Source: an optimization exercise on an open RTL-to-GDS flow (aim: small area). Production flows keep margins and buffers that such runs may drop.
In this exercise RTL edits were held to simulation tests only and were not proved equivalent to the original.
Power and IR drop assume default switching activity. The clock port is modelled as an ideal driver; clocking choices that lean on that would not hold on a real chip.

**design/flow/config.mk**
```make
export PLATFORM = sky130hd
export DESIGN_NAME = ConvertAB_RCA_n3k32_1
export DESIGN_NICKNAME = ConvertAB_RCA_n3k32_1
export VERILOG_FILES = /design/flow/design.v
export SDC_FILE = /design/flow/constraint.sdc
export NUM_CORES = 8
export LEC_CHECK = 0
export CAP_MARGIN = 20
export CORE_MARGIN = 2
export CORE_UTILIZATION = 40
export PLACE_DENSITY = 0.6
export SETUP_SLACK_MARGIN = 0.3
export SLEW_MARGIN = 20
```
**design/flow/run.sh**
```bash
#!/bin/bash
# synth_recipe.tcl (not shown) runs the flow's synth.tcl, then flattens the netlist and writes it again
# the make line also repeats each setting of config.mk as NAME=value (left out here)
make -C /OpenROAD-flow-scripts/flow DESIGN_CONFIG=/design/flow/config.mk WORK_HOME=/design/flow/orfs CLKGATE_MAP_FILE= SYNTH_SCRIPT=/design/flow/synth_recipe.tcl finish
```
**design/flow/constraint.sdc**
```tcl
create_clock -name core_clock -period 5.0 [get_ports {clk_i}]
set_input_delay 1.0000 -clock core_clock [delete_from_list [all_inputs] [get_ports {clk_i}]]
set_output_delay 1.0000 -clock core_clock [all_outputs]
set_load 0.01 [all_outputs]
```
**design/flow/design.v**
```verilog
`default_nettype none
`timescale 1ns/1ps
module lix_and  #(
    parameter  W = 32
  )(
    input  wire [W-1:0] i_x,
    input  wire [W-1:0] i_y,
    output wire [W-1:0] o_z);
  genvar i;
  generate
  for (i = 0 ; i < W ; i = i + 1)begin: GAND
    assign o_z[i] = i_x[i] & i_y[i];
  end
  endgenerate
endmodule
`default_nettype none
`timescale 1ns/1ps
module lix_not #(
    parameter  W = 32
  )(
    input  wire  [W-1:0] i_x,
    output wire  [W-1:0] o_z);
  genvar i;
  generate
  for (i = 0 ; i < W ; i = i + 1)begin: GNOT
    assign o_z[i] = ~ i_x[i];
  end
  endgenerate
endmodule
`default_nettype none
`timescale 1ns/1ps
module lix_or  #(
    parameter  W = 32
  )(
    input  wire [W-1:0] i_x,
    input  wire [W-1:0] i_y,
    output wire [W-1:0] o_z);
  genvar i;
  generate
  for (i = 0 ; i < W ; i = i + 1)begin: GOR
    assign o_z[i] = i_x[i] | i_y[i];
  end
  endgenerate
endmodule
`default_nettype none
`timescale 1ns/1ps
module lix_reg #(
    parameter  W = 32
  )(
    input  wire          clk_i,
    input  wire          i_en,
    input  wire  [W-1:0] i_x,
    output wire  [W-1:0] o_z);
  reg [W-1:0] data;
  always @(posedge clk_i) begin
    if (i_en) begin
      data <= i_x;
    end
  end
  assign o_z = data;
endmodule
`default_nettype none
`timescale 1ns/1ps
module lix_shr0 #(
    parameter  W = 32   ,
    parameter  N = 2
  )(
    input  wire          clk_i,
    input  wire          i_en,
    input  wire  [W-1:0] i_x,
    output wire  [W-1:0] o_z);
  genvar i;
  wire [W-1:0] data [N:0];
  assign data[0] = i_x;
  generate
    for (i = 0 ; i < N ; i = i + 1) begin: GDAT
      lix_reg #(.W(W))
      u_reg_dat(
        .clk_i   (clk_i),
        .i_en    (i_en),
        .i_x     (data[i]),
        .o_z     (data[i+1]));
    end
  endgenerate
  assign o_z = data[N];
endmodule
`default_nettype none
`timescale 1ns/1ps
module lix_shr1 #(
    parameter  N = 2
  )(
    input  wire          clk_i,
    input  wire          rst_ni,
    input  wire          i_vld,
    input  wire          i_en,
    output wire          o_vld);
  reg [N-1:0] valid;
  always @(negedge rst_ni or posedge clk_i) begin
    if (~rst_ni) begin
      valid <= {N{1'b0}};
    end else if (i_en) begin
      valid <= {valid[N-2:0], i_vld};
    end
  end
  assign o_vld = valid[N-1];
endmodule
`default_nettype none
`timescale 1ns/1ps
module lix_xor  #(
    parameter  W = 32
  )(
    input  wire [W-1:0] i_x,
    input  wire [W-1:0] i_y,
    output wire [W-1:0] o_z);
  genvar i;
  generate
  for (i = 0 ; i < W ; i = i + 1)begin: GXOR
    assign o_z[i] = i_x[i] ^ i_y[i];
  end
  endgenerate
endmodule
`timescale 1ns/1ps
module ConvertAB_RCA_n3k32_1(
    input  wire         clk_i,
    input  wire         rst_ni,
    input  wire         i_dvld,
    input  wire         i_rvld,
    input  wire [123:0] i_n,
    input  wire  [95:0] i_a,
    output wire  [95:0] o_z,
    output wire         o_dvld);
wire     [31:0] xd;
wire     [63:0] y;
lix_shr1
  #(.N (124))
  u0_lix_shr1
   (.clk_i  (clk_i),
    .rst_ni (rst_ni),
    .i_vld  (i_dvld),
    .i_en   (i_rvld),
    .o_vld  (o_dvld));
lix_shr0
  #(.W (32),
    .N (62))
  u1_lix_shr0
   (.clk_i  (clk_i),
    .i_en   (i_rvld),
    .i_x    (i_a[0+:32]),
    .o_z    (xd));
ConvertAB_RCA_n2k32_1
  u2_ConvertAB_RCA_n2k32_1
   (.clk_i  (clk_i),
    .i_rvld (i_rvld),
    .i_n    (i_n[0+:31]),
    .i_a    (i_a[32+:64]),
    .o_z    (y));
SecRCA_n3k32_1
  u4_SecRCA_n3k32_1
   (.clk_i  (clk_i),
    .i_rvld (i_rvld),
    .i_n    (i_n[31+:93]),
    .i_x0   (xd),
    .i_y    (y),
    .o_z    (o_z));
endmodule
`timescale 1ns/1ps
module SecRCA_n3k32_1(
    input  wire        clk_i,
    input  wire        i_rvld,
    input  wire [92:0] i_n,
    input  wire [31:0] i_x0,
    input  wire [63:0] i_y,
    output wire [95:0] o_z);
wire [95:0] a [0:31];
wire  [2:0] c [0:31];
assign a[0] = {i_y, i_x0};
assign c[0] = 3'd0;
genvar j;
generate
  for (j = 0; j < 31; j = j + 1) begin: GBIT
    SecRCA_1b_n3k32
      #(.J (j))
      u_SecRCA_1b_n3k32
       (.clk_i  (clk_i),
        .i_rvld (i_rvld),
        .i_n    (i_n[3*j +: 3]),
        .i_a    (a[j]),
        .i_c    (c[j]),
        .o_a    (a[j+1]),
        .o_c    (c[j+1]));
  end
endgenerate
assign o_z[ 0+:31] = a[31][ 0+:31];
assign o_z[32+:31] = a[31][32+:31];
assign o_z[64+:31] = a[31][64+:31];
assign o_z[31]     = a[31][31] ^ c[31][0];
assign o_z[63]     = a[31][63] ^ c[31][1];
assign o_z[95]     = a[31][95] ^ c[31][2];
endmodule
`timescale 1ns/1ps
module SecRCA_1b_n3k32 #(
    parameter J = 0
  )(
    input  wire        clk_i,
    input  wire        i_rvld,
    input  wire  [2:0] i_n,
    input  wire [95:0] i_a,
    input  wire  [2:0] i_c,
    output wire [95:0] o_a,
    output wire  [2:0] o_c);
wire      [2:0] aj;
wire      [2:0] xj;
wire      [2:0] b;
wire      [2:0] xd;
wire      [2:0] tmp;
wire     [95:0] ad;
wire     [95:0] zd;
wire            xjd;
assign aj = {i_a[64+J], i_a[32+J], i_a[J]};
assign xj = {2'd0, i_a[J]};
lix_xor #(.W (3)) u0_lix_xor (.i_x (xj), .i_y (i_c), .o_z (b));
SecAnd_PINI1_n3k1_1
  u1_SecAnd_PINI1_n3k1_1
   (.clk_i  (clk_i),
    .i_rvld (i_rvld),
    .i_n    (i_n),
    .i_x    (b),
    .i_y    (aj),
    .o_xd   (xd),
    .o_c    (tmp));
lix_reg #(.W (96)) u2_lix_reg (.clk_i (clk_i), .i_en (i_rvld), .i_x (i_a), .o_z (ad));
genvar s;
generate
  for (s = 0; s < 3; s = s + 1) begin: GSUM
    if (J > 0) begin: GLO
      assign zd[32*s +: J] = ad[32*s +: J];
    end
    if (s == 0) begin: GS0
      assign zd[32*s + J] = xd[0];
    end else begin: GSN
      assign zd[32*s + J] = ad[32*s + J] ^ xd[s];
    end
    if (J < 31) begin: GHI
      assign zd[32*s + J + 1 +: 31 - J] = ad[32*s + J + 1 +: 31 - J];
    end
  end
endgenerate
lix_reg #(.W (96)) u3_lix_reg (.clk_i (clk_i), .i_en (i_rvld), .i_x (zd), .o_z (o_a));
lix_reg #(.W (1)) u4_lix_reg (.clk_i (clk_i), .i_en (i_rvld), .i_x (ad[J]), .o_z (xjd));
assign o_c = tmp ^ {2'd0, xjd};
endmodule
`timescale 1ns/1ps
module SecAnd_PINI1_n3k1_1(
    input  wire       clk_i,
    input  wire       i_rvld,
    input  wire [2:0] i_n,
    input  wire [2:0] i_x,
    input  wire [2:0] i_y,
    output wire [2:0] o_xd,
    output wire [2:0] o_c);
wire [2:0] xd;
wire [2:0] yd;
wire [5:0] r;
wire [5:0] yxn;
wire [5:0] v;
wire [2:0] xdn;
wire [5:0] xar;
wire [5:0] u;
wire [2:0] xay;
wire [2:0] k;
wire [5:0] xav;
wire [5:0] t;
wire [5:0] z;
wire [2:0] zxz;
lix_reg #(.W (3))  u0_lix_reg (.clk_i (clk_i), .i_en (i_rvld), .i_x (i_x), .o_z (xd));
lix_reg #(.W (3))  u1_lix_reg (.clk_i (clk_i), .i_en (i_rvld), .i_x (i_y), .o_z (yd));
lix_reg #(.W (6))  u2_lix_reg (.clk_i (clk_i), .i_en (i_rvld),
                               .i_x ({i_n[2], i_n[1], i_n[2], i_n[0], i_n[1], i_n[0]}),
                               .o_z (r));
lix_xor #(.W (6))  u3_lix_xor (.i_x ({i_y[1], i_y[0], i_y[2], i_y[0], i_y[2], i_y[1]}),
                               .i_y ({i_n[2], i_n[1], i_n[2], i_n[0], i_n[1], i_n[0]}),
                               .o_z (yxn));
lix_reg #(.W (6))  u4_lix_reg (.clk_i (clk_i), .i_en (i_rvld), .i_x (yxn), .o_z (v));
lix_not #(.W (3))  u5_lix_not (.i_x (xd), .o_z (xdn));
lix_and #(.W (6))  u6_lix_and (.i_x ({xdn[2], xdn[2], xdn[1], xdn[1], xdn[0], xdn[0]}),
                               .i_y (r), .o_z (xar));
lix_reg #(.W (6))  u7_lix_reg (.clk_i (clk_i), .i_en (i_rvld), .i_x (xar), .o_z (u));
lix_and #(.W (3))  u8_lix_and (.i_x (xd), .i_y (yd), .o_z (xay));
lix_reg #(.W (3))  u9_lix_reg (.clk_i (clk_i), .i_en (i_rvld), .i_x (xay), .o_z (k));
lix_and #(.W (6))  u10_lix_and (.i_x ({xd[2], xd[2], xd[1], xd[1], xd[0], xd[0]}),
                                .i_y (v), .o_z (xav));
lix_reg #(.W (6))  u11_lix_reg (.clk_i (clk_i), .i_en (i_rvld), .i_x (xav), .o_z (t));
lix_xor #(.W (6))  u12_lix_xor (.i_x (u), .i_y (t), .o_z (z));
lix_xor #(.W (3))  u13_lix_xor (.i_x ({z[4], z[2], z[0]}), .i_y ({z[5], z[3], z[1]}), .o_z (zxz));
lix_xor #(.W (3))  u14_lix_xor (.i_x (k), .i_y (zxz), .o_z (o_c));
assign o_xd = xd;
endmodule
`timescale 1ns/1ps
module ConvertAB_RCA_n2k32_1(
    input  wire        clk_i,
    input  wire        i_rvld,
    input  wire [30:0] i_n,
    input  wire [63:0] i_a,
    output wire [63:0] o_z);
SecRCA_n2k32_1
  u2_SecRCA_n2k32_1
   (.clk_i  (clk_i),
    .i_rvld (i_rvld),
    .i_n    (i_n),
    .i_x0   (i_a[ 0+:32]),
    .i_y1   (i_a[32+:32]),
    .o_z    (o_z));
endmodule
`timescale 1ns/1ps
module SecRCA_n2k32_1(
    input  wire        clk_i,
    input  wire        i_rvld,
    input  wire [30:0] i_n,
    input  wire [31:0] i_x0,
    input  wire [31:0] i_y1,
    output wire [63:0] o_z);
wire [63:0] a [0:31];
wire  [1:0] c [0:31];
assign a[0] = {i_y1, i_x0};
assign c[0] = 2'd0;
genvar j;
generate
  for (j = 0; j < 31; j = j + 1) begin: GBIT
    SecRCA_1b_n2k32
      #(.J (j))
      u_SecRCA_1b_n2k32
       (.clk_i  (clk_i),
        .i_rvld (i_rvld),
        .i_n    (i_n[j]),
        .i_a    (a[j]),
        .i_c    (c[j]),
        .o_a    (a[j+1]),
        .o_c    (c[j+1]));
  end
endgenerate
assign o_z[ 0+:31] = a[31][ 0+:31];
assign o_z[32+:31] = a[31][32+:31];
assign o_z[31]     = a[31][31] ^ c[31][0];
assign o_z[63]     = a[31][63] ^ c[31][1];
endmodule
`timescale 1ns/1ps
module SecRCA_1b_n2k32 #(
    parameter J = 0
  )(
    input  wire        clk_i,
    input  wire        i_rvld,
    input  wire  [0:0] i_n,
    input  wire [63:0] i_a,
    input  wire  [1:0] i_c,
    output wire [63:0] o_a,
    output wire  [1:0] o_c);
wire      [1:0] aj;
wire      [1:0] xj;
wire      [1:0] b;
wire      [1:0] xd;
wire      [1:0] tmp;
wire     [63:0] ad;
wire     [63:0] zd;
wire            xjd;
assign aj = {i_a[32+J], i_a[J]};
assign xj = {1'd0, i_a[J]};
lix_xor #(.W (2)) u0_lix_xor (.i_x (xj), .i_y (i_c), .o_z (b));
SecAnd_PINI1_n2k1_1
  u1_SecAnd_PINI1_n2k1_1
   (.clk_i  (clk_i),
    .i_rvld (i_rvld),
    .i_n    (i_n),
    .i_x    (b),
    .i_y    (aj),
    .o_xd   (xd),
    .o_c    (tmp));
lix_reg #(.W (64)) u2_lix_reg (.clk_i (clk_i), .i_en (i_rvld), .i_x (i_a), .o_z (ad));
genvar s;
generate
  for (s = 0; s < 2; s = s + 1) begin: GSUM
    if (J > 0) begin: GLO
      assign zd[32*s +: J] = ad[32*s +: J];
    end
    if (s == 0) begin: GS0
      assign zd[32*s + J] = xd[0];
    end else begin: GSN
      assign zd[32*s + J] = ad[32*s + J] ^ xd[s];
    end
    if (J < 31) begin: GHI
      assign zd[32*s + J + 1 +: 31 - J] = ad[32*s + J + 1 +: 31 - J];
    end
  end
endgenerate
lix_reg #(.W (64)) u3_lix_reg (.clk_i (clk_i), .i_en (i_rvld), .i_x (zd), .o_z (o_a));
lix_reg #(.W (1)) u4_lix_reg (.clk_i (clk_i), .i_en (i_rvld), .i_x (ad[J]), .o_z (xjd));
assign o_c = tmp ^ {1'd0, xjd};
endmodule
`timescale 1ns/1ps
module SecAnd_PINI1_n2k1_1(
    input  wire       clk_i,
    input  wire       i_rvld,
    input  wire [0:0] i_n,
    input  wire [1:0] i_x,
    input  wire [1:0] i_y,
    output wire [1:0] o_xd,
    output wire [1:0] o_c);
wire [1:0] xd;
wire [1:0] yd;
wire [1:0] r;
wire [1:0] yxn;
wire [1:0] v;
wire [1:0] xdn;
wire [1:0] xar;
wire [1:0] u;
wire [1:0] xay;
wire [1:0] k;
wire [1:0] xav;
wire [1:0] t;
wire [1:0] z;
lix_reg #(.W (2))  u0_lix_reg (.clk_i (clk_i), .i_en (i_rvld), .i_x (i_x), .o_z (xd));
lix_reg #(.W (2))  u1_lix_reg (.clk_i (clk_i), .i_en (i_rvld), .i_x (i_y), .o_z (yd));
lix_reg #(.W (2))  u2_lix_reg (.clk_i (clk_i), .i_en (i_rvld), .i_x ({i_n[0], i_n[0]}), .o_z (r));
lix_xor #(.W (2))  u3_lix_xor (.i_x ({i_y[0], i_y[1]}), .i_y ({i_n[0], i_n[0]}), .o_z (yxn));
lix_reg #(.W (2))  u4_lix_reg (.clk_i (clk_i), .i_en (i_rvld), .i_x (yxn), .o_z (v));
lix_not #(.W (2))  u5_lix_not (.i_x (xd), .o_z (xdn));
lix_and #(.W (2))  u6_lix_and (.i_x (xdn), .i_y (r), .o_z (xar));
lix_reg #(.W (2))  u7_lix_reg (.clk_i (clk_i), .i_en (i_rvld), .i_x (xar), .o_z (u));
lix_and #(.W (2))  u8_lix_and (.i_x (xd), .i_y (yd), .o_z (xay));
lix_reg #(.W (2))  u9_lix_reg (.clk_i (clk_i), .i_en (i_rvld), .i_x (xay), .o_z (k));
lix_and #(.W (2))  u10_lix_and (.i_x (xd), .i_y (v), .o_z (xav));
lix_reg #(.W (2))  u11_lix_reg (.clk_i (clk_i), .i_en (i_rvld), .i_x (xav), .o_z (t));
lix_xor #(.W (2))  u12_lix_xor (.i_x (u), .i_y (t), .o_z (z));
lix_xor #(.W (2))  u13_lix_xor (.i_x (k), .i_y (z), .o_z (o_c));
assign o_xd = xd;
endmodule
```
==> results of run 1 <==
[synth_stat cells (all sizes together)]
library cell,instances
and2,303
nor2b,243
xnor2,217
ha,90
xor2,335
mux2,124
dfrtp,124
edfxtp,13121
xnor3,151
buf,107
[repair_timing]
action,CTS,global route
hold buffers,1,0
endpoints found under the hold margin,63,0
setup buffers,0,0
[cell type report]
type	count	area [um^2]
clock buffer	1612	34700
tap	13687	17100
fill	83234	552000
multi-input combinational	1463	14400
clock inverter	784	7500
timing repair buffer	573	6380
antenna	21	52.6
sequential	13245	397000
[through the flow]
stage / utilization, % / instance area (um^2) / cells
CTS: 46.4 / 477000 / 31364
global route: 46.4 / 477000 / 31366
finish: 46.4 / 477000 / 31385
floorplan: - / 412000 / 14815
detailed placement: 42.3 / 435000 / 28967
global placement: 42.3 / 435000 / 28967
[routing by layer]
layer / vias up / track usage, % / part of all wire (%)
met5: - / 0 / 0.074
met4: 54 / 3.64 / 3.7
met3: 1339 / 2.62 / 6.2
met2: 2031 / 12.6 / 44
met1: 67915 / 11.6 / 46
li1: 63145 / - / -
[path summary, 6_finish.rpt]
kind	from	to	slack (ns)	cells past startpoint
setup / recovery	flop	o_z[31]	1.29	3
hold / removal	rst_ni	u0_lix_shr1.valid[115]$_DFFE_PN0P_	0.20	2
setup reg to reg	flop	flop	3.49	2
hold reg to reg	flop	flop	0.35	0
max in group asynchronous	rst_ni	u0_lix_shr1.valid[62]$_DFFE_PN0P_	3.82	3
min in group core_clock	flop	flop	0.35	0
[power breakdown]
part           switching [mW]  leakage (nW)  internal [mW]
Combinational            3.20          9.94           2.49
Sequential               2.56           130            131
Clock                    40.0          20.4           54.6
[kinds of logic (layout without fill, tap and decap cells)]
family	after synthesis	count (layout)	synth area share (%)
muxes	124	124	0.393
xor gates and xnor gates	703	703	2.00
other	0	21	0
adders and majority gates	90	90	0.273
buffers and inverters	107	2969	0.198
and+or+nand+nor	546	546	0.828
DFF	13245	13245	96.3
==> results.sh, run 1 <==
export IMPL_syn_nets=15129
export IMPL_path_class="flop to output pin"
export IMPL_gp_congestion=0.674
export IMPL_netlist_instances=14815
export IMPL_worst_slew_pin_slew_ns=1.01
export IMPL_fmax_mhz=270
export IMPL_num_rows=373
export IMPL_slew_violations=0
export IMPL_layout_drive_gt1_share_pct=12.4
export IMPL_dieArea_mm2=1.04
export IMPL_powerDensity_mw_per_mm2=490
export IMPL_grt_start_max_net_pins=182
export IMPL_cts_resized_gates=0
export IMPL_drv_cap=0
export IMPL_synth_area_mm2=0.412
export IMPL_insertion_delay_ns=1.23
export IMPL_cp_required_ns=4.00
export IMPL_path_clk_slew_ns=0.06
export IMPL_p_leak_nw=161
export IMPL_holdWs_ns=0.204
export IMPL_cp_data_arrival_time_ns=2.71
export IMPL_fin_crit_sh_pct=74.2
export IMPL_hp_class="input port to async pin"
export IMPL_synth_top_area_cell="edfxtp_1"
export IMPL_period_needed_ns=3.71
export IMPL_dr_total_vias=134484
export IMPL_yosysSeqAreaShare_pct=96.3
export IMPL_rsz0062_at_grt="false"
export IMPL_route_detailed_drc=0
export IMPL_slowest_stage="clkdlybuf4s50_1"
export IMPL_die_w_um=1020
export IMPL_avgSynthCellArea_um2=27.8
export IMPL_crit_buf_inv=1
export IMPL_fin_setup_tns_ns=0
export IMPL_grt_pass1_wl_um=726000
export IMPL_yosys_warnings=11
export IMPL_end_kind="output pin"
export IMPL_ir_worst_vdd_uv=322
export IMPL_io_buffers=320
export IMPL_fin_ws_ns=1.29
export IMPL_antenna_found_initial=81
export IMPL_cts_tree="yes"
export IMPL_cp_common_cell="xnor3_1"
export IMPL_preCtsSetupSlack_ns=1.66
export IMPL_cts_buffers=1322
export IMPL_track_usage_pct=8.47
export IMPL_place_detailed_hpwl_um=219000
export IMPL_cts_sinks=13245
export IMPL_layout_common_cells="13,121 x edfxtp_1, 1,344 x clkbuf_16, 335 x xor2_1"
export IMPL_synth_seq_cells=13245
export IMPL_cp_start_kind="flop"
export IMPL_area_delta_synth_final_pct=15.7
export IMPL_status="timing/DRC/antenna clean"
export IMPL_synth_area_top_cells="edfxtp_1 96%, xnor3_1 0.82%, dfrtp_1 0.75%"
export IMPL_floorplan_initialDensity_pct=40.0
export IMPL_total_power_mw=234
export IMPL_skew_ns=0.0693
export IMPL_avgRoutedWirePerCell_um=14.7
export IMPL_overflow=0
export IMPL_worstPathCellList="xnor3_1, xnor3_1, clkdlybuf4s50_1"
export IMPL_grt_pass1_vias=134969
export IMPL_slowest_delay_ns=0.54
export IMPL_worstPathMaxFanout=1
export IMPL_core_area_mm2=1.03
export IMPL_die_h_um=1020
export IMPL_drt_wl_total_um=462000
export IMPL_setup_violations=0
export IMPL_root_buffer="clkbuf_16"
export IMPL_crit_family="XOR/XNOR gates"
export IMPL_layout_commonest_cell="edfxtp_1"
export IMPL_detail_route_vias_per_cell=4.28
export IMPL_firstDrtPassIters=5
export IMPL_slew_limit_headroom_pct=32.8
export IMPL_ant_nets=0
export IMPL_io_pins=321
export IMPL_initialDrtViolationCount=11604
export IMPL_fin_nets=16919
export IMPL_final_hold_viol_count=0
export IMPL_ctsLongestPathBuffers=5
export IMPL_synth_top_area_share_pct=95.6
export IMPL_h_tree_depth=7
export IMPL_synth_cell_types=13
==> inputs of run 2 (changes only) <==
--- a/design/flow/config.mk
+++ b/design/flow/config.mk
@@ -9,4 +9,6 @@
 export CORE_MARGIN = 2
 export CORE_UTILIZATION = 40
+export CTS_CLUSTER_DIAMETER = 100
+export CTS_CLUSTER_SIZE = 30
 export PLACE_DENSITY = 0.6
 export SETUP_SLACK_MARGIN = 0.3
==> run 2 against run 1 <==
Against the previous run:
- non-clock buffer count is the same
- wire length shrank 4.0%
- still clean on timing, DRC and antenna
- hold slack gained 0.14 ns
- setup slack gained 0.17 ns
- clock skew grew 0.017 ns
- combinational power is essentially flat
- clock-buffer cell count shrank 1026
- sequential share of layout area grew 4.8 points
- synthesized cell count is the same
- power shrank 18%
- critical path type unchanged
- critical endpoint unchanged
==> results.sh, run 2 <==
export IMPL_synth_seq_cells=13245
export IMPL_slowest_stage="clkdlybuf4s50_1"
export IMPL_layout_drive_gt1_share_pct=6.61
export IMPL_syn_nets=15129
export IMPL_drt_wl_total_um=443000
export IMPL_synth_top_area_share_pct=95.6
export IMPL_synth_edf_count=13121
export IMPL_multi_input_area_mm2=0.0144
export IMPL_cp_data_arrival_time_ns=2.54
export IMPL_drv_cap=0
export IMPL_period_needed_ns=3.54
export IMPL_root_buffer="clkbuf_16"
export IMPL_yosysMostFrequentCell="edfxtp_1"
export IMPL_worstPathMaxFanout=1
export IMPL_floorplan_initialDensity_pct=40.0
export IMPL_layout_commonest_cell="edfxtp_1"
export IMPL_powerDensity_mw_per_mm2=426
export IMPL_cp_start_kind="flop"
export IMPL_h_tree_depth=6
export IMPL_ir_worst_vdd_uv=244
export IMPL_die_w_um=1020
export IMPL_netlist_instances=14815
export IMPL_die_h_um=1020
export IMPL_regArea_mm2=0.397
export IMPL_p_sw_share_pct=19.3
export IMPL_setup_violations=0
export IMPL_cts_tree="yes"
export IMPL_fmax_mhz=283
export IMPL_io_buffers=320
export IMPL_gp_congestion=0.674
export IMPL_firstDrtPassIters=5
export IMPL_place_area_mm2=0.435
export IMPL_fin_crit_sh_pct=70.8
export IMPL_p_leak_nw=148
export IMPL_final_hold_viol_count=0
export IMPL_grt_pass1_vias=126565
export IMPL_route_detailed_drc=0
export IMPL_end_kind="output pin"
export IMPL_avgSynthCellArea_um2=27.8
export IMPL_ctsLongestPathBuffers=5
export IMPL_synthTopCellsByCount="13,121 x edfxtp_1, 335 x xor2_1, 303 x and2_1"
export IMPL_clock_power_share_pct=27.7
export IMPL_layout_common_cells="13,121 x edfxtp_1, 570 x clkbuf_16, 335 x xor2_1"
export IMPL_dr_total_vias=128730
export IMPL_status="timing/DRC/antenna clean"
export IMPL_cts_resized_gates=0
export IMPL_ff2ff_setup_slack_ns=3.50
export IMPL_hp_class="input port to async pin"
export IMPL_worstPathCellList="xnor3_1, xnor3_1, clkdlybuf4s50_1"
export IMPL_synth_main_ff_cell="edfxtp_1"
export IMPL_crit_buf_inv=1
export IMPL_rsz0062_at_grt="false"
export IMPL_antenna_found_initial=80
export IMPL_avgRoutedWirePerCell_um=14.9
export IMPL_p_seq_share_pct=69.4
export IMPL_path_clk_slew_ns=0.11
export IMPL_slowest_delay_ns=0.54
export IMPL_place_detailed_hpwl_um=219000
export IMPL_overflow=0
export IMPL_synth_top_area_cell="edfxtp_1"
export IMPL_dieArea_mm2=1.04
export IMPL_synth_area_mm2=0.412
export IMPL_grt_pass1_wl_um=692000
export IMPL_cp_required_ns=4.00
export IMPL_cts_sinks=13245
export IMPL_skew_ns=0.0865
export IMPL_initialDrtViolationCount=12605
export IMPL_fin_nets=16153
export IMPL_slew_violations=0
export IMPL_fillers=85370
export IMPL_grt_start_max_net_pins=182
export IMPL_path_class="flop to output pin"
export IMPL_area_delta_synth_final_pct=9.40
export IMPL_insertion_delay_ns=1.08
export IMPL_cts_buffers=556
export IMPL_cp_common_cell="xnor3_1"
export IMPL_yosysSeqAreaShare_pct=96.3
export IMPL_p_switching_mw=37.2
export IMPL_reg2reg_depth=2
export IMPL_p_int_mw=155
export IMPL_ant_nets=0
export IMPL_slew_limit_headroom_pct=30.3
export IMPL_pwr_share_comb_pct=3.0
export IMPL_core_area_mm2=1.03
export IMPL_worst_slew_pin_slew_ns=1.04
export IMPL_detail_route_vias_per_cell=4.33
export IMPL_yosys_warnings=11
export IMPL_design_area_mm2=0.451
export IMPL_synth_cell_types=13
export IMPL_crit_family="XOR/XNOR gates"
export IMPL_io_pins=321
export IMPL_track_usage_pct=8.06
export IMPL_fin_setup_tns_ns=0
export IMPL_synth_async_reset_ratio_pct=0.936
export IMPL_synth_area_top_cells="edfxtp_1 96%, xnor3_1 0.82%, dfrtp_1 0.75%"
export IMPL_num_rows=373
run 2: cell counts after synthesis:
Identical to the previous run, type by type.
run 2: cell families after synthesis:
logic type,count (synthesis),share of synthesized area (%)
fa+ha+maj,90,0.273
buf+inv,107,0.198
xor+xnor,703,2.00
mux,124,0.393
simple gates,546,0.828
flops,13245,96.3
run 2: metrics by stage:
stage                     utilization [%]  power [mW]  hold WS [ns]  instances  setup WS, ns
after floorplan                         -         138         0.400      14815          3.04
final                                43.8         192         0.347      29696          1.46
after global routing                 43.8         200         0.263      29675          1.27
after detailed placement             42.3         142         0.405      28967          1.66
after CTS                            43.8         196         0.213      29672          1.30
after global placement               42.3         142         0.400      28967          1.70
run 2: repair_timing:
item	in CTS	in global routing
hold buffers	1	0
endpoints found under the hold margin	12	0
setup endpoints to repair	0	0
setup buffers	0	0
run 2: worst max-delay path by stage:
stage | startpoint | end | slack, ns | depth (start not counted)
detailed placement | i_rvld | flop | 1.66 | 4
global placement | i_rvld | flop | 1.70 | 4
global route | flop | o_z[31] | 1.27 | 3
floorplan | flop | o_z[31] | 3.04 | 2
CTS | flop | o_z[31] | 1.30 | 3
finish | flop | o_z[31] | 1.46 | 3
run 2: power groups by stage:
stage	registers (mW)	clock network (mW)	logic [mW]
2_1_floorplan	135	0	2.65
3_3_place_gp	136	0	5.66
3_5_place_dp	136	0	5.87
4_1_cts	134	56.4	5.89
5_1_grt	134	59.8	6.35
6_report	133	53.2	5.69
run 2: layer usage:
metal	track usage, %	vias to the layer above	part of all wire (%)	wire (um)
met5	0	-	0.069	307
met4	2.40	52	2.7	12100
met3	2.08	779	5.0	22400
met2	12.4	1211	45	200000
met1	11.5	66229	47	209000
li1	-	60459	-	-
run 2: cell type report:
class	count	share of cell area, %
clock inverters	118	0.369
clock buffers	586	3.18
repair buffers	573	1.42
diodes	24	0.0133
well taps	13687	3.80
multi-input cells	1463	3.19
flip-flops and latches	13245	88.0
==> inputs of run 3 (changes only) <==
--- a/design/flow/design.v
+++ b/design/flow/design.v
@@ -50,11 +50,10 @@
     input  wire          clk_i,
     input  wire          i_en,
+    input  wire          i_en_n,
     input  wire  [W-1:0] i_x,
     output wire  [W-1:0] o_z);
   reg [W-1:0] data;
   always @(posedge clk_i) begin
-    if (i_en) begin
-      data <= i_x;
-    end
+    data <= (i_x & {W{i_en}}) | (data & {W{i_en_n}});
   end
   assign o_z = data;
@@ -68,4 +67,5 @@
     input  wire          clk_i,
     input  wire          i_en,
+    input  wire          i_en_n,
     input  wire  [W-1:0] i_x,
     output wire  [W-1:0] o_z);
@@ -79,4 +79,5 @@
         .clk_i   (clk_i),
         .i_en    (i_en),
+        .i_en_n  (i_en_n),
         .i_x     (data[i]),
         .o_z     (data[i+1]));
@@ -94,4 +95,5 @@
     input  wire          i_vld,
     input  wire          i_en,
+    input  wire          i_en_n,
     output wire          o_vld);
   reg [N-1:0] valid;
@@ -99,6 +101,6 @@
     if (~rst_ni) begin
       valid <= {N{1'b0}};
-    end else if (i_en) begin
-      valid <= {valid[N-2:0], i_vld};
+    end else begin
+      valid <= ({valid[N-2:0], i_vld} & {N{i_en}}) | (valid & {N{i_en_n}});
     end
   end
@@ -121,9 +123,10 @@
 endmodule
 `timescale 1ns/1ps
-module ConvertAB_RCA_n3k32_1(
+module ConvertAB_RCA_n3k32_1_core(
     input  wire         clk_i,
     input  wire         rst_ni,
     input  wire         i_dvld,
     input  wire         i_rvld,
+    input  wire         i_rvld_n,
     input  wire [123:0] i_n,
     input  wire  [95:0] i_a,
@@ -139,4 +142,5 @@
     .i_vld  (i_dvld),
     .i_en   (i_rvld),
+    .i_en_n (i_rvld_n),
     .o_vld  (o_dvld));
 lix_shr0
@@ -146,4 +150,5 @@
    (.clk_i  (clk_i),
     .i_en   (i_rvld),
+    .i_en_n (i_rvld_n),
     .i_x    (i_a[0+:32]),
     .o_z    (xd));
@@ -152,4 +157,5 @@
    (.clk_i  (clk_i),
     .i_rvld (i_rvld),
+    .i_rvld_n (i_rvld_n),
     .i_n    (i_n[0+:31]),
     .i_a    (i_a[32+:64]),
@@ -159,4 +165,5 @@
    (.clk_i  (clk_i),
     .i_rvld (i_rvld),
+    .i_rvld_n (i_rvld_n),
     .i_n    (i_n[31+:93]),
     .i_x0   (xd),
@@ -165,7 +172,32 @@
 endmodule
 `timescale 1ns/1ps
+module ConvertAB_RCA_n3k32_1(
+    input  wire         clk_i,
+    input  wire         rst_ni,
+    input  wire         i_dvld,
+    input  wire         i_rvld,
+    input  wire [123:0] i_n,
+    input  wire  [95:0] i_a,
+    output wire  [95:0] o_z,
+    output wire         o_dvld);
+wire rvld_n;
+assign rvld_n = ~i_rvld;
+ConvertAB_RCA_n3k32_1_core
+  u_core
+   (.clk_i    (clk_i),
+    .rst_ni   (rst_ni),
+    .i_dvld   (i_dvld),
+    .i_rvld   (i_rvld),
+    .i_rvld_n (rvld_n),
+    .i_n      (i_n),
+    .i_a      (i_a),
+    .o_z      (o_z),
+    .o_dvld   (o_dvld));
+endmodule
+`timescale 1ns/1ps
 module SecRCA_n3k32_1(
     input  wire        clk_i,
     input  wire        i_rvld,
+    input  wire        i_rvld_n,
     input  wire [92:0] i_n,
     input  wire [31:0] i_x0,
@@ -184,4 +216,5 @@
        (.clk_i  (clk_i),
         .i_rvld (i_rvld),
+        .i_rvld_n (i_rvld_n),
         .i_n    (i_n[3*j +: 3]),
         .i_a    (a[j]),
@@ -204,4 +237,5 @@
     input  wire        clk_i,
     input  wire        i_rvld,
+    input  wire        i_rvld_n,
     input  wire  [2:0] i_n,
     input  wire [95:0] i_a,
@@ -224,10 +258,12 @@
    (.clk_i  (clk_i),
     .i_rvld (i_rvld),
+    .i_rvld_n (i_rvld_n),
     .i_n    (i_n),
     .i_x    (b),
     .i_y    (aj),
+    .i_yd   ({ad[64+J], ad[32+J], ad[J]}),
     .o_xd   (xd),
     .o_c    (tmp));
-lix_reg #(.W (96)) u2_lix_reg (.clk_i (clk_i), .i_en (i_rvld), .i_x (i_a), .o_z (ad));
+lix_reg #(.W (96)) u2_lix_reg (.clk_i (clk_i), .i_en (i_rvld), .i_en_n (i_rvld_n), .i_x (i_a), .o_z (ad));
 genvar s;
 generate
@@ -246,6 +282,6 @@
   end
 endgenerate
-lix_reg #(.W (96)) u3_lix_reg (.clk_i (clk_i), .i_en (i_rvld), .i_x (zd), .o_z (o_a));
-lix_reg #(.W (1)) u4_lix_reg (.clk_i (clk_i), .i_en (i_rvld), .i_x (ad[J]), .o_z (xjd));
+lix_reg #(.W (96)) u3_lix_reg (.clk_i (clk_i), .i_en (i_rvld), .i_en_n (i_rvld_n), .i_x (zd), .o_z (o_a));
+lix_reg #(.W (1)) u4_lix_reg (.clk_i (clk_i), .i_en (i_rvld), .i_en_n (i_rvld_n), .i_x (ad[J]), .o_z (xjd));
 assign o_c = tmp ^ {2'd0, xjd};
 endmodule
@@ -254,11 +290,14 @@
     input  wire       clk_i,
     input  wire       i_rvld,
+    input  wire       i_rvld_n,
     input  wire [2:0] i_n,
     input  wire [2:0] i_x,
     input  wire [2:0] i_y,
+    input  wire [2:0] i_yd,
     output wire [2:0] o_xd,
     output wire [2:0] o_c);
 wire [2:0] xd;
 wire [2:0] yd;
+wire [2:0] rn;
 wire [5:0] r;
 wire [5:0] yxn;
@@ -273,22 +312,21 @@
 wire [5:0] z;
 wire [2:0] zxz;
-lix_reg #(.W (3))  u0_lix_reg (.clk_i (clk_i), .i_en (i_rvld), .i_x (i_x), .o_z (xd));
-lix_reg #(.W (3))  u1_lix_reg (.clk_i (clk_i), .i_en (i_rvld), .i_x (i_y), .o_z (yd));
-lix_reg #(.W (6))  u2_lix_reg (.clk_i (clk_i), .i_en (i_rvld),
-                               .i_x ({i_n[2], i_n[1], i_n[2], i_n[0], i_n[1], i_n[0]}),
-                               .o_z (r));
+lix_reg #(.W (3))  u0_lix_reg (.clk_i (clk_i), .i_en (i_rvld), .i_en_n (i_rvld_n), .i_x (i_x), .o_z (xd));
+assign yd = i_yd;
+lix_reg #(.W (3))  u2_lix_reg (.clk_i (clk_i), .i_en (i_rvld), .i_en_n (i_rvld_n), .i_x (i_n), .o_z (rn));
+assign r = {rn[2], rn[1], rn[2], rn[0], rn[1], rn[0]};
 lix_xor #(.W (6))  u3_lix_xor (.i_x ({i_y[1], i_y[0], i_y[2], i_y[0], i_y[2], i_y[1]}),
                                .i_y ({i_n[2], i_n[1], i_n[2], i_n[0], i_n[1], i_n[0]}),
                                .o_z (yxn));
-lix_reg #(.W (6))  u4_lix_reg (.clk_i (clk_i), .i_en (i_rvld), .i_x (yxn), .o_z (v));
+lix_reg #(.W (6))  u4_lix_reg (.clk_i (clk_i), .i_en (i_rvld), .i_en_n (i_rvld_n), .i_x (yxn), .o_z (v));
 lix_not #(.W (3))  u5_lix_not (.i_x (xd), .o_z (xdn));
 lix_and #(.W (6))  u6_lix_and (.i_x ({xdn[2], xdn[2], xdn[1], xdn[1], xdn[0], xdn[0]}),
                                .i_y (r), .o_z (xar));
-lix_reg #(.W (6))  u7_lix_reg (.clk_i (clk_i), .i_en (i_rvld), .i_x (xar), .o_z (u));
+lix_reg #(.W (6))  u7_lix_reg (.clk_i (clk_i), .i_en (i_rvld), .i_en_n (i_rvld_n), .i_x (xar), .o_z (u));
 lix_and #(.W (3))  u8_lix_and (.i_x (xd), .i_y (yd), .o_z (xay));
-lix_reg #(.W (3))  u9_lix_reg (.clk_i (clk_i), .i_en (i_rvld), .i_x (xay), .o_z (k));
+lix_reg #(.W (3))  u9_lix_reg (.clk_i (clk_i), .i_en (i_rvld), .i_en_n (i_rvld_n), .i_x (xay), .o_z (k));
 lix_and #(.W (6))  u10_lix_and (.i_x ({xd[2], xd[2], xd[1], xd[1], xd[0], xd[0]}),
                                 .i_y (v), .o_z (xav));
-lix_reg #(.W (6))  u11_lix_reg (.clk_i (clk_i), .i_en (i_rvld), .i_x (xav), .o_z (t));
+lix_reg #(.W (6))  u11_lix_reg (.clk_i (clk_i), .i_en (i_rvld), .i_en_n (i_rvld_n), .i_x (xav), .o_z (t));
 lix_xor #(.W (6))  u12_lix_xor (.i_x (u), .i_y (t), .o_z (z));
 lix_xor #(.W (3))  u13_lix_xor (.i_x ({z[4], z[2], z[0]}), .i_y ({z[5], z[3], z[1]}), .o_z (zxz));
@@ -300,4 +338,5 @@
     input  wire        clk_i,
     input  wire        i_rvld,
+    input  wire        i_rvld_n,
     input  wire [30:0] i_n,
     input  wire [63:0] i_a,
@@ -307,4 +346,5 @@
    (.clk_i  (clk_i),
     .i_rvld (i_rvld),
+    .i_rvld_n (i_rvld_n),
     .i_n    (i_n),
     .i_x0   (i_a[ 0+:32]),
@@ -316,4 +356,5 @@
     input  wire        clk_i,
     input  wire        i_rvld,
+    input  wire        i_rvld_n,
     input  wire [30:0] i_n,
     input  wire [31:0] i_x0,
@@ -332,4 +373,5 @@
        (.clk_i  (clk_i),
         .i_rvld (i_rvld),
+        .i_rvld_n (i_rvld_n),
         .i_n    (i_n[j]),
         .i_a    (a[j]),
@@ -350,4 +392,5 @@
     input  wire        clk_i,
     input  wire        i_rvld,
+    input  wire        i_rvld_n,
     input  wire  [0:0] i_n,
     input  wire [63:0] i_a,
@@ -370,10 +413,12 @@
    (.clk_i  (clk_i),
     .i_rvld (i_rvld),
+    .i_rvld_n (i_rvld_n),
     .i_n    (i_n),
     .i_x    (b),
     .i_y    (aj),
+    .i_yd   ({ad[32+J], ad[J]}),
     .o_xd   (xd),
     .o_c    (tmp));
-lix_reg #(.W (64)) u2_lix_reg (.clk_i (clk_i), .i_en (i_rvld), .i_x (i_a), .o_z (ad));
+lix_reg #(.W (64)) u2_lix_reg (.clk_i (clk_i), .i_en (i_rvld), .i_en_n (i_rvld_n), .i_x (i_a), .o_z (ad));
 genvar s;
 generate
@@ -392,6 +437,6 @@
   end
 endgenerate
-lix_reg #(.W (64)) u3_lix_reg (.clk_i (clk_i), .i_en (i_rvld), .i_x (zd), .o_z (o_a));
-lix_reg #(.W (1)) u4_lix_reg (.clk_i (clk_i), .i_en (i_rvld), .i_x (ad[J]), .o_z (xjd));
+lix_reg #(.W (64)) u3_lix_reg (.clk_i (clk_i), .i_en (i_rvld), .i_en_n (i_rvld_n), .i_x (zd), .o_z (o_a));
+lix_reg #(.W (1)) u4_lix_reg (.clk_i (clk_i), .i_en (i_rvld), .i_en_n (i_rvld_n), .i_x (ad[J]), .o_z (xjd));
 assign o_c = tmp ^ {1'd0, xjd};
 endmodule
@@ -400,11 +445,14 @@
     input  wire       clk_i,
     input  wire       i_rvld,
+    input  wire       i_rvld_n,
     input  wire [0:0] i_n,
     input  wire [1:0] i_x,
     input  wire [1:0] i_y,
+    input  wire [1:0] i_yd,
     output wire [1:0] o_xd,
     output wire [1:0] o_c);
 wire [1:0] xd;
 wire [1:0] yd;
+wire [0:0] rn;
 wire [1:0] r;
 wire [1:0] yxn;
@@ -418,16 +466,17 @@
 wire [1:0] t;
 wire [1:0] z;
-lix_reg #(.W (2))  u0_lix_reg (.clk_i (clk_i), .i_en (i_rvld), .i_x (i_x), .o_z (xd));
-lix_reg #(.W (2))  u1_lix_reg (.clk_i (clk_i), .i_en (i_rvld), .i_x (i_y), .o_z (yd));
-lix_reg #(.W (2))  u2_lix_reg (.clk_i (clk_i), .i_en (i_rvld), .i_x ({i_n[0], i_n[0]}), .o_z (r));
+lix_reg #(.W (2))  u0_lix_reg (.clk_i (clk_i), .i_en (i_rvld), .i_en_n (i_rvld_n), .i_x (i_x), .o_z (xd));
+assign yd = i_yd;
+lix_reg #(.W (1))  u2_lix_reg (.clk_i (clk_i), .i_en (i_rvld), .i_en_n (i_rvld_n), .i_x (i_n), .o_z (rn));
+assign r = {rn, rn};
 lix_xor #(.W (2))  u3_lix_xor (.i_x ({i_y[0], i_y[1]}), .i_y ({i_n[0], i_n[0]}), .o_z (yxn));
-lix_reg #(.W (2))  u4_lix_reg (.clk_i (clk_i), .i_en (i_rvld), .i_x (yxn), .o_z (v));
+lix_reg #(.W (2))  u4_lix_reg (.clk_i (clk_i), .i_en (i_rvld), .i_en_n (i_rvld_n), .i_x (yxn), .o_z (v));
 lix_not #(.W (2))  u5_lix_not (.i_x (xd), .o_z (xdn));
 lix_and #(.W (2))  u6_lix_and (.i_x (xdn), .i_y (r), .o_z (xar));
-lix_reg #(.W (2))  u7_lix_reg (.clk_i (clk_i), .i_en (i_rvld), .i_x (xar), .o_z (u));
+lix_reg #(.W (2))  u7_lix_reg (.clk_i (clk_i), .i_en (i_rvld), .i_en_n (i_rvld_n), .i_x (xar), .o_z (u));
 lix_and #(.W (2))  u8_lix_and (.i_x (xd), .i_y (yd), .o_z (xay));
-lix_reg #(.W (2))  u9_lix_reg (.clk_i (clk_i), .i_en (i_rvld), .i_x (xay), .o_z (k));
+lix_reg #(.W (2))  u9_lix_reg (.clk_i (clk_i), .i_en (i_rvld), .i_en_n (i_rvld_n), .i_x (xay), .o_z (k));
 lix_and #(.W (2))  u10_lix_and (.i_x (xd), .i_y (v), .o_z (xav));
-lix_reg #(.W (2))  u11_lix_reg (.clk_i (clk_i), .i_en (i_rvld), .i_x (xav), .o_z (t));
+lix_reg #(.W (2))  u11_lix_reg (.clk_i (clk_i), .i_en (i_rvld), .i_en_n (i_rvld_n), .i_x (xav), .o_z (t));
 lix_xor #(.W (2))  u12_lix_xor (.i_x (u), .i_y (t), .o_z (z));
 lix_xor #(.W (2))  u13_lix_xor (.i_x (k), .i_y (z), .o_z (o_c));
--- a/design/flow/config.mk
+++ b/design/flow/config.mk
@@ -14,2 +14,4 @@
 export SETUP_SLACK_MARGIN = 0.3
 export SLEW_MARGIN = 20
+export SYNTH_HIERARCHICAL = 1
+export SYNTH_MINIMUM_KEEP_SIZE = 1000
==> run 3 against run 2 <==
Against the previous run:
- still clean on timing, DRC and antenna
- clock skew down 0.014 ns
- die area down 0.83%
- wire length up 57%
- register-to-register slack worse by 0.34 ns
- non-clock buffer count up 194
- combinational power rose to 3.1 times the previous value
- sequential power down 7%
- via count up 78%
- flip-flop and latch count up 23
- clock power down 2%
- core utilization down 1.3 points
- synthesized area down 0.83%
==> results.sh, run 3 <==
export IMPL_status="timing/DRC/antenna clean"
export IMPL_layout_drive_gt1_share_pct=4.01
export IMPL_avgSynthCellArea_um2=13.3
export IMPL_worstPathCellList="xor2_1, xnor2_1, xnor2_1, clkdlybuf4s50_1"
export IMPL_ant_nets=0
export IMPL_end_kind="output pin"
export IMPL_detail_route_vias_per_cell=5.37
export IMPL_p_leak_nw=171
export IMPL_firstDrtPassIters=5
export IMPL_antenna_found_initial=91
export IMPL_design_area_mm2=0.434
export IMPL_ctsLongestPathBuffers=5
export IMPL_total_power_mw=194
export IMPL_grt_pass1_vias=212518
export IMPL_slowest_stage="clkdlybuf4s50_1"
export IMPL_synth_top_area_cell="dfxtp_1"
export IMPL_powerDensity_mw_per_mm2=447
export IMPL_wl_met3_um=21300
export IMPL_place_detailed_hpwl_um=402000
export IMPL_netlist_instances=30691
export IMPL_cp_data_arrival_time_ns=2.65
export IMPL_num_rows=371
export IMPL_slew_violations=0
export IMPL_wl_met1_um=364000
export IMPL_dr_total_vias=229196
export IMPL_avgRoutedWirePerCell_um=16.3
export IMPL_drv_cap=0
export IMPL_crit_buf_inv=1
export IMPL_io_pins=321
export IMPL_ir_worst_vdd_uv=251
export IMPL_rsz0062_at_grt="false"
export IMPL_grt_pass1_wl_um=1150000
export IMPL_layout_common_cells="13,144 x dfxtp_1, 12,736 x a22o_1, 551 x clkbuf_16"
export IMPL_track_usage_pct=12.7
export IMPL_skew_ns=0.0726
export IMPL_synth_async_reset_ratio_pct=0.935
export IMPL_cts_setup_buffers=0
export IMPL_slew_limit_headroom_pct=22.4
export IMPL_die_h_um=1020
export IMPL_worst_slew_pin_slew_ns=1.16
export IMPL_synth_main_ff_cell="dfxtp_1"
export IMPL_fin_crit_sh_pct=73.0
export IMPL_synth_edf_count=0
export IMPL_dieArea_mm2=1.03
export IMPL_synth_area_mm2=0.409
export IMPL_syn_nets=31008
export IMPL_initialDrtViolationCount=18029
export IMPL_yosys_warnings=17
export IMPL_top_layer="met5"
export IMPL_overflow=0
export IMPL_final_hold_viol_count=0
export IMPL_route_detailed_drc=0
export IMPL_cp_required_ns=4.00
export IMPL_worstPathMaxFanout=2
export IMPL_cts_tree="yes"
export IMPL_die_w_um=1020
export IMPL_synth_area_top_cells="dfxtp_1 64%, a22o_1 27%, buf_2 3.4%"
export IMPL_hp_class="flop to flop"
export IMPL_synth_cell_types=20
export IMPL_wl_met2_um=296000
export IMPL_path_clk_slew_ns=0.11
export IMPL_gp_congestion=0.717
export IMPL_h_tree_depth=6
export IMPL_period_needed_ns=3.65
export IMPL_slowest_delay_ns=0.61
export IMPL_place_area_mm2=0.419
export IMPL_area_delta_synth_final_pct=6.15
export IMPL_fmax_mhz=274
export IMPL_cp_common_cell="xnor2_1"
export IMPL_grt_start_max_net_pins=259
export IMPL_fillers=92237
export IMPL_setup_violations=0
export IMPL_io_buffers=320
export IMPL_layout_commonest_cell="dfxtp_1"
export IMPL_root_buffer="clkbuf_16"
export IMPL_cp_start_kind="flop"
export IMPL_synth_seq_cells=13268
export IMPL_synthTopCellsByCount="13,144 x dfxtp_1, 12,736 x a22o_1, 2,818 x buf_2"
export IMPL_fin_setup_tns_ns=0
export IMPL_synth_top_area_share_pct=64.3
export IMPL_drt_wl_total_um=696000
export IMPL_core_area_mm2=1.02
export IMPL_yosysMostFrequentCell="dfxtp_1"
export IMPL_insertion_delay_ns=1.08
export IMPL_fin_nets=29227
export IMPL_crit_family="XOR/XNOR gates"
export IMPL_holdWs_ns=0.410
export IMPL_path_class="flop to output pin"
export IMPL_floorplan_initialDensity_pct=40.1
export IMPL_cts_buffers=541
export IMPL_yosysSeqAreaShare_pct=65.1
export IMPL_cts_sinks=13268
run 3: cell types whose count changed in the layout (fill, tap and decap cells not counted), sizes merged, moves of 177 or more:
cell	change
dfxtp	+13144
edfxtp	-13121
a22o	+12823
a32o	+324
and2	-300
buf	+194
nor2b	-185
nand2	+177
run 3: timing repair:
item	4_1_cts	5_1_grt
hold endpoints to repair	0	76
resized for setup	0	0
hold buffers	0	1
run 3: final timing paths:
path                       cells past startpoint                                       to  slack [ns]  startpoint
hold reg to reg                                1                                     flop        0.41        flop
min in group asynchronous                      2  u_core.u0_lix_shr1.valid[123]$_DFF_PN0_        0.50      rst_ni
hold / removal                                 1                                     flop        0.41        flop
setup / recovery                               4                                  o_z[31]        1.35        flop
max in group asynchronous                      3   u_core.u0_lix_shr1.valid[95]$_DFF_PN0_        3.37      rst_ni
setup reg to reg                               3                                     flop        3.16        flop
run 3: area by class of cell:
type / count / area (um^2) / area share [%]
antenna: 22 / 55.1 / 0.0127
tap: 13614 / 17000 / 3.92
inverter: 15 / 63.8 / 0.0147
sequential: 13268 / 266000 / 61.3
clock buffer: 573 / 13900 / 3.21
clock inverter: 69 / 1020 / 0.236
timing repair buffer: 767 / 8880 / 2.05
multi-input combinational: 14317 / 127000 / 29.2
run 3: modules after synthesis (local to each module, per instance):
| module | copies in the design | cells | cell area [um^2] | flip-flops and latches |
|---|---|---|---|---|
| SecRCA_n3k32_1 | 1 | 15960 | 212000 | 6820 |
| SecRCA_n2k32_1 | 1 | 10046 | 133000 | 4340 |
| ConvertAB_RCA_n3k32_1_core | 1 | 4684 | 63600 | 2108 |
| ConvertAB_RCA_n3k32_1 | 1 | 1 | 3.75 | 0 |
run 3: report_power, final:
group	total, mW	switching (mW)	internal [mW]
clock network	52.3	31.6	20.7
registers	124	7.33	117
logic	17.4	6.74	10.7
run 3: layer usage:
metal / track usage (%) / vias up
li1: - / 114501
met1: 19.2 / 112166
met2: 19.0 / 1686
met3: 1.79 / 813
met4: 2.83 / 30
met5: 0 / -
run 3: per-stage QoR:
stage	worst slack [ns]	util (%)	std cells
6_report	1.35	42.6	42645
5_1_grt	1.16	42.6	42628
4_1_cts	1.15	42.6	42621
3_5_place_dp	1.40	41.1	41979
3_3_place_gp	1.42	41.1	41979
2_1_floorplan	3.01	-	30691
run 3: cell families (layout without fill, tap and decap cells):
family	Yosys count	after routing	share of synthesized area [%]
and+or+nand+nor	238	238	0.256
buffers and inverters	3106	1424	3.87
DFF	13268	13268	65.1
AOI/OAI and AO/OA	13265	13265	28.4
other	0	22	0
xor gates and xnor gates	721	721	2.05
adders and majority gates	93	93	0.285
==> inputs of run 4 (changes only) <==
--- a/design/flow/config.mk
+++ b/design/flow/config.mk
@@ -8,8 +8,8 @@
 export CAP_MARGIN = 20
 export CORE_MARGIN = 2
-export CORE_UTILIZATION = 40
+export CORE_UTILIZATION = 65
 export CTS_CLUSTER_DIAMETER = 100
 export CTS_CLUSTER_SIZE = 30
-export PLACE_DENSITY = 0.6
+export PLACE_DENSITY = 0.75
 export SETUP_SLACK_MARGIN = 0.3
 export SLEW_MARGIN = 20
==> run 4 against run 3 <==
Against the previous run:
- final area is 2.1% lower
- flip-flop and latch count stayed put
- first-iteration DRC count is 0.95% higher
- synthesized area stayed put
- via count is 0.33% higher
- core utilization is 25 points higher
- power is 2.5% lower
- clock-buffer cell count is 72 lower
- combinational power hardly changed
- largest power group unchanged
==> results.sh, run 4 <==
export IMPL_yosysMostFrequentCell="dfxtp_1"
export IMPL_p_leak_nw=170
export IMPL_cp_data_arrival_time_ns=2.79
export IMPL_layout_common_cells="13,144 x dfxtp_1, 12,736 x a22o_1, 490 x clkbuf_16"
export IMPL_ir_worst_vdd_uv=441
export IMPL_fin_setup_tns_ns=0
export IMPL_insertion_delay_ns=1.08
export IMPL_cp_start_kind="flop"
export IMPL_detail_route_vias_per_cell=6.17
export IMPL_place_area_mm2=0.412
export IMPL_fin_nets=29182
export IMPL_p_seq_share_pct=65.9
export IMPL_synth_top_area_share_pct=64.3
export IMPL_overflow=0
export IMPL_worst_slew_pin_slew_ns=1.14
export IMPL_worstPathMaxFanout=2
export IMPL_cp_required_ns=4.00
export IMPL_die_w_um=797
export IMPL_ctsLongestPathBuffers=4
export IMPL_fin_ws_ns=1.21
export IMPL_synth_main_ff_cell="dfxtp_1"
export IMPL_path_class="flop to output pin"
export IMPL_final_cells=37257
export IMPL_synth_cell_types=20
export IMPL_track_usage_pct=19.9
export IMPL_layout_drive_gt1_share_pct=3.66
export IMPL_ff2ff_setup_slack_ns=3.23
export IMPL_p_sw_share_pct=23.2
export IMPL_num_rows=291
export IMPL_netlist_instances=30691
export IMPL_cts_buffers=481
export IMPL_synth_area_mm2=0.409
export IMPL_layout_commonest_cell="dfxtp_1"
export IMPL_grt_start_max_net_pins=279
export IMPL_drv_cap=0
export IMPL_setup_violations=0
export IMPL_synth_async_reset_ratio_pct=0.935
export IMPL_yosysSeqAreaShare_pct=65.1
export IMPL_gp_congestion=0.748
export IMPL_clock_power_share_pct=24.9
export IMPL_synth_seq_cells=13268
export IMPL_design_area_mm2=0.425
export IMPL_synthTopCellsByCount="13,144 x dfxtp_1, 12,736 x a22o_1, 2,818 x buf_2"
export IMPL_cts_resized_gates=0
export IMPL_holdPathStages=1
export IMPL_h_tree_depth=5
export IMPL_hp_class="flop to flop"
export IMPL_dieArea_mm2=0.635
export IMPL_io_pins=321
export IMPL_avgRoutedWirePerCell_um=18.0
export IMPL_io_buffers=320
export IMPL_skew_ns=0.0325
export IMPL_holdWs_ns=0.454
export IMPL_cts_sinks=13268
export IMPL_reg2reg_depth=3
export IMPL_dr_total_vias=229962
export IMPL_preCtsSetupSlack_ns=1.44
export IMPL_slew_limit_headroom_pct=23.7
export IMPL_cts_tree="yes"
export IMPL_firstDrtPassIters=6
export IMPL_pwr_share_comb_pct=9.2
export IMPL_root_buffer="clkbuf_16"
export IMPL_synth_top_area_cell="dfxtp_1"
export IMPL_yosys_warnings=17
export IMPL_rsz0062_at_grt="false"
export IMPL_period_needed_ns=3.79
export IMPL_floorplan_initialDensity_pct=65.2
export IMPL_p_switching_mw=43.8
export IMPL_core_area_mm2=0.627
export IMPL_synth_edf_count=0
export IMPL_route_detailed_drc=0
export IMPL_dp_cells=36729
export IMPL_drt_wl_total_um=670000
export IMPL_powerDensity_mw_per_mm2=445
export IMPL_final_hold_viol_count=0
export IMPL_ant_nets=0
export IMPL_grt_pass1_wl_um=1110000
export IMPL_fin_crit_sh_pct=75.9
export IMPL_p_int_mw=145
export IMPL_slew_violations=0
export IMPL_fmax_mhz=264
export IMPL_fillers=45132
export IMPL_syn_nets=31008
export IMPL_end_kind="output pin"
export IMPL_grt_pass1_vias=212212
export IMPL_initialDrtViolationCount=18201
export IMPL_avgSynthCellArea_um2=13.3
export IMPL_die_h_um=797
export IMPL_area_delta_synth_final_pct=3.95
export IMPL_status="timing/DRC/antenna clean"
export IMPL_path_clk_slew_ns=0.11
export IMPL_place_detailed_hpwl_um=399000
export IMPL_synth_area_top_cells="dfxtp_1 64%, a22o_1 27%, buf_2 3.4%"
export IMPL_antenna_found_initial=39
-- run 4: cell count changes in the layout (fill, tap and decap cells not counted), sizes merged, moves of 14 or more --
cell,delta
inv,-20
diode,-14
buf,+15
clkinv,-29
clkbuf,-72
-- run 4: logic make-up after synthesis --
logic type | Yosys count | share of synthesized area [%]
AO/OA/AOI/OAI | 13265 | 28.4
AND/OR/NAND/NOR | 238 | 0.256
buffers and inverters | 3106 | 3.87
XOR/XNOR | 721 | 2.05
adder cells (fa/ha/maj) | 93 | 0.285
flip-flops | 13268 | 65.1
-- run 4: layout make-up --
class	count	area (um^2)	area share, %
flip-flops and latches	13268	266000	62.6
multi-input cells	14317	127000	29.8
clock buffers	501	12300	2.90
well taps	8350	10400	2.46
repair buffers	782	8960	2.11
clock inverters	16	194	0.0456
inverters	15	63.8	0.0150
diodes	8	20.0	0.00471
-- run 4: per-layer routing --
layer  global-route usage [%]  wire (um)
met5                        0        161
met4                     4.12      14400
met2                     31.6     302000
met3                     1.81      15300
met1                     29.8     338000
-- run 4: power by group through the flow --
stage | clock, mW | combinational, mW | sequential [mW]
after CTS | 48.8 | 17.7 | 125
after global placement | 0 | 16.9 | 127
after floorplan | 0 | 15.2 | 124
after detailed placement | 0 | 17.6 | 127
final | 47.2 | 17.4 | 125
after global routing | 52.4 | 19.3 | 126
-- run 4: through the flow --
stage	power, mW	utilization [%]
floorplan	139	-
global placement	144	65.8
detailed placement	145	65.8
CTS	191	67.7
global route	198	67.8
finish	189	67.8
-- run 4: worst max-delay path by stage --
stage / from / to / slack [ns] / cells after the start
after global routing: flop / o_z[31] / 1.11 / 4
final: flop / o_z[31] / 1.21 / 4
after global placement: i_rvld / flop / 1.49 / 6
after CTS: flop / o_z[31] / 1.04 / 4
after detailed placement: i_rvld / flop / 1.44 / 6
after floorplan: i_rvld / flop / 3.01 / 6
-- run 4: per-module statistics from Yosys (local to each module, per instance) --
module | times used | cells
SecRCA_n2k32_1 | 1 | 10046
ConvertAB_RCA_n3k32_1_core | 1 | 4684
SecRCA_n3k32_1 | 1 | 15960
ConvertAB_RCA_n3k32_1 | 1 | 1
-- run 4: repair_timing --
item                      4_1_cts  5_1_grt
hold endpoints to repair        0       55
hold buffers                    0        1
setup buffers                   0        0
-- run 4: critical path, cell delays in order (launching register included) --
cell	delay [ns]
dfxtp_1	0.55
xor2_1	0.24
xnor2_1	0.11
xnor2_1	0.23
clkdlybuf4s50_1	0.58

==> afterwards: timing with drivers on the ports <==
The results above use ideal ports. As a check the final layouts listed here were re-extracted and re-timed, cells and wires unchanged. Step 1 assumes that a clkbuf_16 drives the clock port and a buf_2 every other input. Step 2 times the ports against the registers' clock, not the clock port: input delays grow and output delays shrink by t, the midpoint of the rising clock arrivals with the driver on. Three values: ideal, step 1, step 2; two values: the first two.
| run | t, ns | setup slack, ns | hold slack, ns | clock arrival spread, ns | worst slew at a driven data input, ns |
|---|---|---|---|---|---|
| run 1 | 1.314 | 1.292 / 1.152 / 1.632 | 0.204 / 0.082 / 0.351 | 0.114 / 0.114 | 0.41 |
| run 2 | 1.170 | 1.461 / 1.321 / 1.583 | 0.347 / 0.226 / 0.358 | 0.103 / 0.103 | 0.35 |
| run 3 | 1.185 | 1.352 / 1.206 / 1.372 | 0.410 / 0.373 / 0.410 | 0.137 / 0.138 | 0.36 |
| run 4 | 1.191 | 1.207 / 1.080 / 1.290 | 0.454 / 0.407 / 0.454 | 0.056 / 0.057 | 0.24 |
After both steps every run listed still meets setup and hold.
